Source: an optimization exercise on an open RTL-to-GDS flow (aim: small area). Production flows keep margins and buffers that such runs may drop.
At most, simulation tests tie the RTL to the original design; equivalence was not proved.
No driver is modelled on the clock port, so clock power and skew are understated where the tree is cut down; a real chip needs a root buffer or a tree.
Power is estimated from default activity; no workload was simulated.

before:
==> flow/design.v <==
module simple_spi_wb_bridge (
    input wire clk,
    input wire rst,
    input wire spi_sclk,
    input wire spi_mosi,
    output wire spi_miso,
    input wire spi_cs_n,
    output reg [15:0] wb_adr_o,
    output wire [7:0] wb_dat_o,
    input wire [7:0] wb_dat_i,
    output wire wb_we_o,
    output wire wb_cyc_o,
    output wire wb_stb_o,
    input wire wb_ack_i
);
    reg spi_sclk_d1, spi_sclk_d2, spi_sclk_d3;
    always @(posedge clk) begin
        spi_sclk_d1 <= spi_sclk;
        spi_sclk_d2 <= spi_sclk_d1;
        spi_sclk_d3 <= spi_sclk_d2;
    end
    wire spi_cs_active = !spi_cs_n;
    wire sclk_rise = spi_cs_active && spi_sclk_d2 && !spi_sclk_d3;
    localparam ST_CMD = 3'b000;   
    localparam ST_R1  = 3'b001;   
    localparam ST_R2  = 3'b010;   
    localparam ST_R3  = 3'b011;   
    localparam ST_NOP = 3'b100;   
    localparam ST_W1  = 3'b101;   
    localparam ST_W2  = 3'b110;   
    localparam ST_W3  = 3'b111;   
    reg [2:0] state;
    reg [2:0] bit_count;
    reg [7:0] shift;        
    reg       start;        
    reg       cyc;
    wire byte_done = sclk_rise && (bit_count == 3'd7);
    wire cmd_hi_zero = (shift[6:0] == 7'd0);
    assign spi_miso = (state != ST_R3) | shift[7];
    assign wb_dat_o = shift;
    assign wb_we_o  = state[2];
    assign wb_cyc_o = cyc;
    assign wb_stb_o = cyc;
    always @(posedge clk) begin
        if (!spi_cs_active)
            bit_count <= 3'd0;
        else if (sclk_rise)
            bit_count <= bit_count + 3'd1;
    end
    always @(posedge clk or posedge rst) begin
        if (rst) begin
            state <= ST_CMD;
        end else if (!spi_cs_active) begin
            state <= ST_CMD;
        end else if (byte_done) begin
            case (state)
                ST_CMD: state <= !cmd_hi_zero ? ST_NOP : (spi_mosi ? ST_W1 : ST_R1);
                ST_R1:  state <= ST_R2;
                ST_R2:  state <= ST_R3;
                ST_R3:  state <= ST_R3;
                ST_W1:  state <= ST_W2;
                ST_W2:  state <= ST_W3;
                default: state <= ST_NOP;
            endcase
        end
    end
    always @(posedge clk or posedge rst) begin
        if (rst) begin
            start <= 1'b0;
            cyc <= 1'b0;
        end else begin
            start <= byte_done && (state == ST_R2 || state == ST_W3);
            if (start)
                cyc <= 1'b1;
            else if (wb_ack_i)
                cyc <= 1'b0;
        end
    end
    always @(posedge clk) begin
        if (wb_ack_i)
            shift <= wb_dat_i;
        else if (sclk_rise)
            shift <= {shift[6:0], spi_mosi};
    end
    always @(posedge clk) begin
        if (sclk_rise && state != ST_W3)
            wb_adr_o <= {wb_adr_o[14:0], spi_mosi};
    end
endmodule
clock: 5.0 ns
lec_check: 0
cap_margin: 20
core_margin: 2
core_utilization: 40
slew_margin: 20
run.sh (not shown) runs the stock make flow with config.mk's settings and CLKGATE_MAP_FILE= SYNTH_SCRIPT=/design/flow/synth_recipe.tcl, a recipe that flattens the netlist after the stock synthesis.
before: no failed stages, no open violations at the end
--- input diff before..after ---
diff --git a/flow/design.v b/flow/design.v
--- a/flow/design.v
+++ b/flow/design.v
@@ -13,13 +13,16 @@
     output wire wb_stb_o,
     input wire wb_ack_i
 );
+    reg spi_cs_n_d1, spi_cs_n_d2;
     reg spi_sclk_d1, spi_sclk_d2, spi_sclk_d3;
     always @(posedge clk) begin
+        spi_cs_n_d1 <= spi_cs_n;
+        spi_cs_n_d2 <= spi_cs_n_d1;
         spi_sclk_d1 <= spi_sclk;
         spi_sclk_d2 <= spi_sclk_d1;
         spi_sclk_d3 <= spi_sclk_d2;
     end
-    wire spi_cs_active = !spi_cs_n;
+    wire spi_cs_active = !spi_cs_n_d2;
     wire sclk_rise = spi_cs_active && spi_sclk_d2 && !spi_sclk_d3;
     localparam ST_CMD = 3'b000;   
     localparam ST_R1  = 3'b001;   
## What came out
In the tables for after and before, fraction of synthesis flops using an asynchronous set or reset pin reads lower with after.
Lower combinational group share of total power was reported by after, not before.
after has more setup slack than before.
Going from before to after, the global router's overall resource usage was found to have gone down by 0.21 points.
after ends up with higher fraction of area in registers than before does.
Comparing final area for after and before, the bigger number came from after.
Of after and before, after shows the lower post-route clock period utilization, with before above it.
Delta (after minus before): total clock network power higher; routing usage on met1 higher.
Only the layout flow was run in before; the RTL was not checked for function there.

---

S:
simple_spi_wb_bridge, a different RTL version from the one above (not shown whole).
For scale: roughly 35 flip-flops, about 42 I/O pins.
==> module simple_spi_wb_bridge, before the edit <==
module simple_spi_wb_bridge (
    input wire clk,
    input wire rst,
    input wire spi_sclk,
    input wire spi_mosi,
    output wire spi_miso,
    input wire spi_cs_n,
    output reg [15:0] wb_adr_o,
    output wire [7:0] wb_dat_o,
    input wire [7:0] wb_dat_i,
    output wire wb_we_o,
    output wire wb_cyc_o,
    output wire wb_stb_o,
    input wire wb_ack_i
);
    reg spi_sclk_d1, spi_sclk_d2, spi_sclk_d3;
    always @(posedge clk) begin
        spi_sclk_d1 <= spi_sclk;
        spi_sclk_d2 <= spi_sclk_d1;
        spi_sclk_d3 <= spi_sclk_d2;
    end
    wire spi_cs_active = !spi_cs_n;
    wire sclk_rise = spi_sclk_d2 && !spi_sclk_d3;
    reg       kind;
    reg [4:0] pos;
    reg [7:0] shift;        
    reg       start;        
    reg       cyc;
    wire in_byte1 = (pos[4:3] == 2'd0);
    wire in_byte4 = (pos[4:3] == 2'd3);
    wire tx_phase = !kind && in_byte4;
    assign spi_miso = !tx_phase | shift[7];
    assign wb_dat_o = shift;
    assign wb_we_o  = kind;
    assign wb_cyc_o = cyc;
    assign wb_stb_o = cyc;
    wire pos_clear = !spi_cs_active || (kind && in_byte1);
    always @(posedge clk) begin
        if (pos_clear)
            pos <= 5'd0;
        else if (sclk_rise)
            pos <= pos + 5'd1;
    end
    always @(posedge clk) begin
        if (!spi_cs_active)
            kind <= 1'b0;
        else if (sclk_rise && ((in_byte1 && spi_mosi) || pos == 5'd31))
            kind <= 1'b1;
    end
    always @(posedge clk) begin
        start <= spi_cs_active && sclk_rise && (pos[4] && pos[2] && pos[1] && pos[0]) &&
                 (kind == pos[3]);
    end
    always @(posedge clk or posedge rst) begin
        if (rst)
            cyc <= 1'b0;
        else if (start)
            cyc <= 1'b1;
        else if (wb_ack_i)
            cyc <= 1'b0;
    end
    always @(posedge clk) begin
        if (wb_ack_i)
            shift <= wb_dat_i;
        else if (sclk_rise)
            shift <= {shift[6:0], spi_mosi};
    end
    always @(posedge clk) begin
        if (sclk_rise && !(kind && in_byte4))
            wb_adr_o <= {wb_adr_o[14:0], spi_mosi};
    end
endmodule
export LEC_CHECK = 0
export CAP_MARGIN = 20
export CORE_MARGIN = 2
export CORE_UTILIZATION = 40
export SLEW_MARGIN = 20
create_clock -name core_clock -period 5.0 [get_ports {clk}]
standard.sh (not shown) runs the stock make flow with config.mk's settings and CLKGATE_MAP_FILE= SYNTH_SCRIPT=/design/flow/synth_recipe.tcl, a recipe that flattens the netlist after the stock synthesis.
==> flow/flow/run.sh <==
#!/bin/bash
# The standard layout (standard.sh), with these changes:
# - synthesis maps the combinational logic with an area-oriented abc script
#   (flow/synth.tcl, flow/area.abc); registers are mapped as in the standard
#   synthesis;
# - the port buffers are the smallest buffer cell;
# - the clock tree is three buffers driven by the clock port, each driving a
#   third of the registers (flow/clock_tree.tcl).
# Each tool's log is in orfs/logs/; make's own output is in standard.log.
set -o pipefail
here=$(pwd)
export AREA_ABC_SCRIPT=$here/flow/area.abc
export CLK_BUF=sky130_fd_sc_hd__buf_4
export CLK_BUF_COUNT=3
bash standard.sh finish \
  "SYNTH_SCRIPT=$here/flow/synth.tcl" \
  "AREA_ABC_SCRIPT=$here/flow/area.abc" \
  "BUFFER_PORTS_ARGS=-buffer_cell sky130_fd_sc_hd__buf_1" \
  "PRE_CTS_TCL=$here/flow/clock_tree.tcl" \
  > standard.log 2>&1
Other scripts of this flow, unchanged in this note and not shown: flow/flow/area.abc, flow/flow/clock_tree.tcl, flow/flow/synth.tcl
Setup changes, S to Q
--- a/flow/design.v
+++ b/flow/design.v
@@ -23,11 +23,11 @@
     wire sclk_rise = spi_sclk_d2 && !spi_sclk_d3;
     reg       kind;
-    reg [4:0] pos;
+    reg [1:0] byte_idx;
+    reg [2:0] bit_count;
     reg [7:0] shift;        
     reg       start;        
     reg       cyc;
-    wire in_byte1 = (pos[4:3] == 2'd0);
-    wire in_byte4 = (pos[4:3] == 2'd3);
-    wire tx_phase = !kind && in_byte4;
+    wire last_bit = (bit_count == 3'd7);
+    wire tx_phase = !kind && (byte_idx == 2'd3);
     assign spi_miso = !tx_phase | shift[7];
     assign wb_dat_o = shift;
@@ -35,20 +35,25 @@
     assign wb_cyc_o = cyc;
     assign wb_stb_o = cyc;
-    wire pos_clear = !spi_cs_active || (kind && in_byte1);
     always @(posedge clk) begin
-        if (pos_clear)
-            pos <= 5'd0;
-        else if (sclk_rise)
-            pos <= pos + 5'd1;
+        if (!spi_cs_active) begin
+            bit_count <= 3'd0;
+            kind <= 1'b0;
+            byte_idx <= 2'd0;
+        end else if (sclk_rise) begin
+            bit_count <= bit_count + 3'd1;
+            if (byte_idx == 2'd0) begin
+                if (!kind) begin
+                    kind <= spi_mosi;
+                    if (last_bit)
+                        byte_idx <= 2'd1;
+                end
+            end else if (last_bit && !tx_phase) begin
+                byte_idx <= byte_idx + 2'd1;
+            end
+        end
     end
     always @(posedge clk) begin
-        if (!spi_cs_active)
-            kind <= 1'b0;
-        else if (sclk_rise && ((in_byte1 && spi_mosi) || pos == 5'd31))
-            kind <= 1'b1;
-    end
-    always @(posedge clk) begin
-        start <= spi_cs_active && sclk_rise && (pos[4] && pos[2] && pos[1] && pos[0]) &&
-                 (kind == pos[3]);
+        start <= spi_cs_active && sclk_rise && last_bit &&
+                 (kind ? (byte_idx == 2'd3) : (byte_idx == 2'd2));
     end
     always @(posedge clk or posedge rst) begin
@@ -67,5 +72,5 @@
     end
     always @(posedge clk) begin
-        if (sclk_rise && !(kind && in_byte4))
+        if (sclk_rise && !(kind && byte_idx == 2'd3))
             wb_adr_o <= {wb_adr_o[14:0], spi_mosi};
     end
Notes after the runs:
Having completed the whole flow, Q delivered a layout that passed the timing, design-rule and antenna checks.
For met3 demand-to-capacity share in global routing, S and Q come out practically identical.
Q against S: core utilization of the finished layout rose by 0.52 points, critical-path maximum fanout fell by 1.
Looking at starting density of the core, Q sits 0.53 points above S.
Maximum single-stage delay on the critical path for Q is lower than for S.
Changes observed in Q relative to S: minimum clock period after layout higher, fraction of the yosys area taken by sequential cells decreased 1.6 points.
Q ended with less worst-case setup margin in the final layout than S.
Taking S as the reference, in Q overall power consumption dropped about 0.8%, global-route usage over all layers shows no meaningful change, fraction of standard cell area that is sequential now sits lower, portion of total power attributed to combinational logic fell 0.2 points.
For Q, only the layout was checked, not whether the RTL still works. No run of this note takes its clock network from TritonCTS; it comes from the design's own scripts or RTL.

-- static timing again, ports no longer ideal --
How much do the figures lean on ideal ports? The routed layouts below were timed once more, with nothing changed but the port constraints.
Step 1 sets driving cells, clkbuf_16 on the clock port and buf_2 on the other inputs (assumed; they add their load-dependent delay and slew).
Step 2 times the ports against the registers' clock, not the clock port: input delays grow and output delays shrink by t, the midpoint of the rising clock arrivals with the driver on.
Three values: no drivers, after step 1, after step 2; two values: the first two.
| run | shift t [ns] | setup WS [ns] | hold WS [ns] |
|---|---|---|---|
| before | 0.340 | 2.392 / 2.371 / 2.307 | 0.336 / 0.336 / 0.336 |
| after | 0.345 | 2.415 / 2.393 / 2.401 | 0.335 / 0.335 / 0.335 |
| S | 0.172 | 2.864 / 2.876 / 2.704 | 0.329 / 0.329 / 0.329 |
| Q | 0.173 | 2.824 / 2.834 / 2.661 | 0.338 / 0.338 / 0.338 |
After both steps setup and hold are still met in every run listed. The setup slack of Q, which loses most, moves by +0.010 ns with the drivers and by -0.163 ns with both steps.
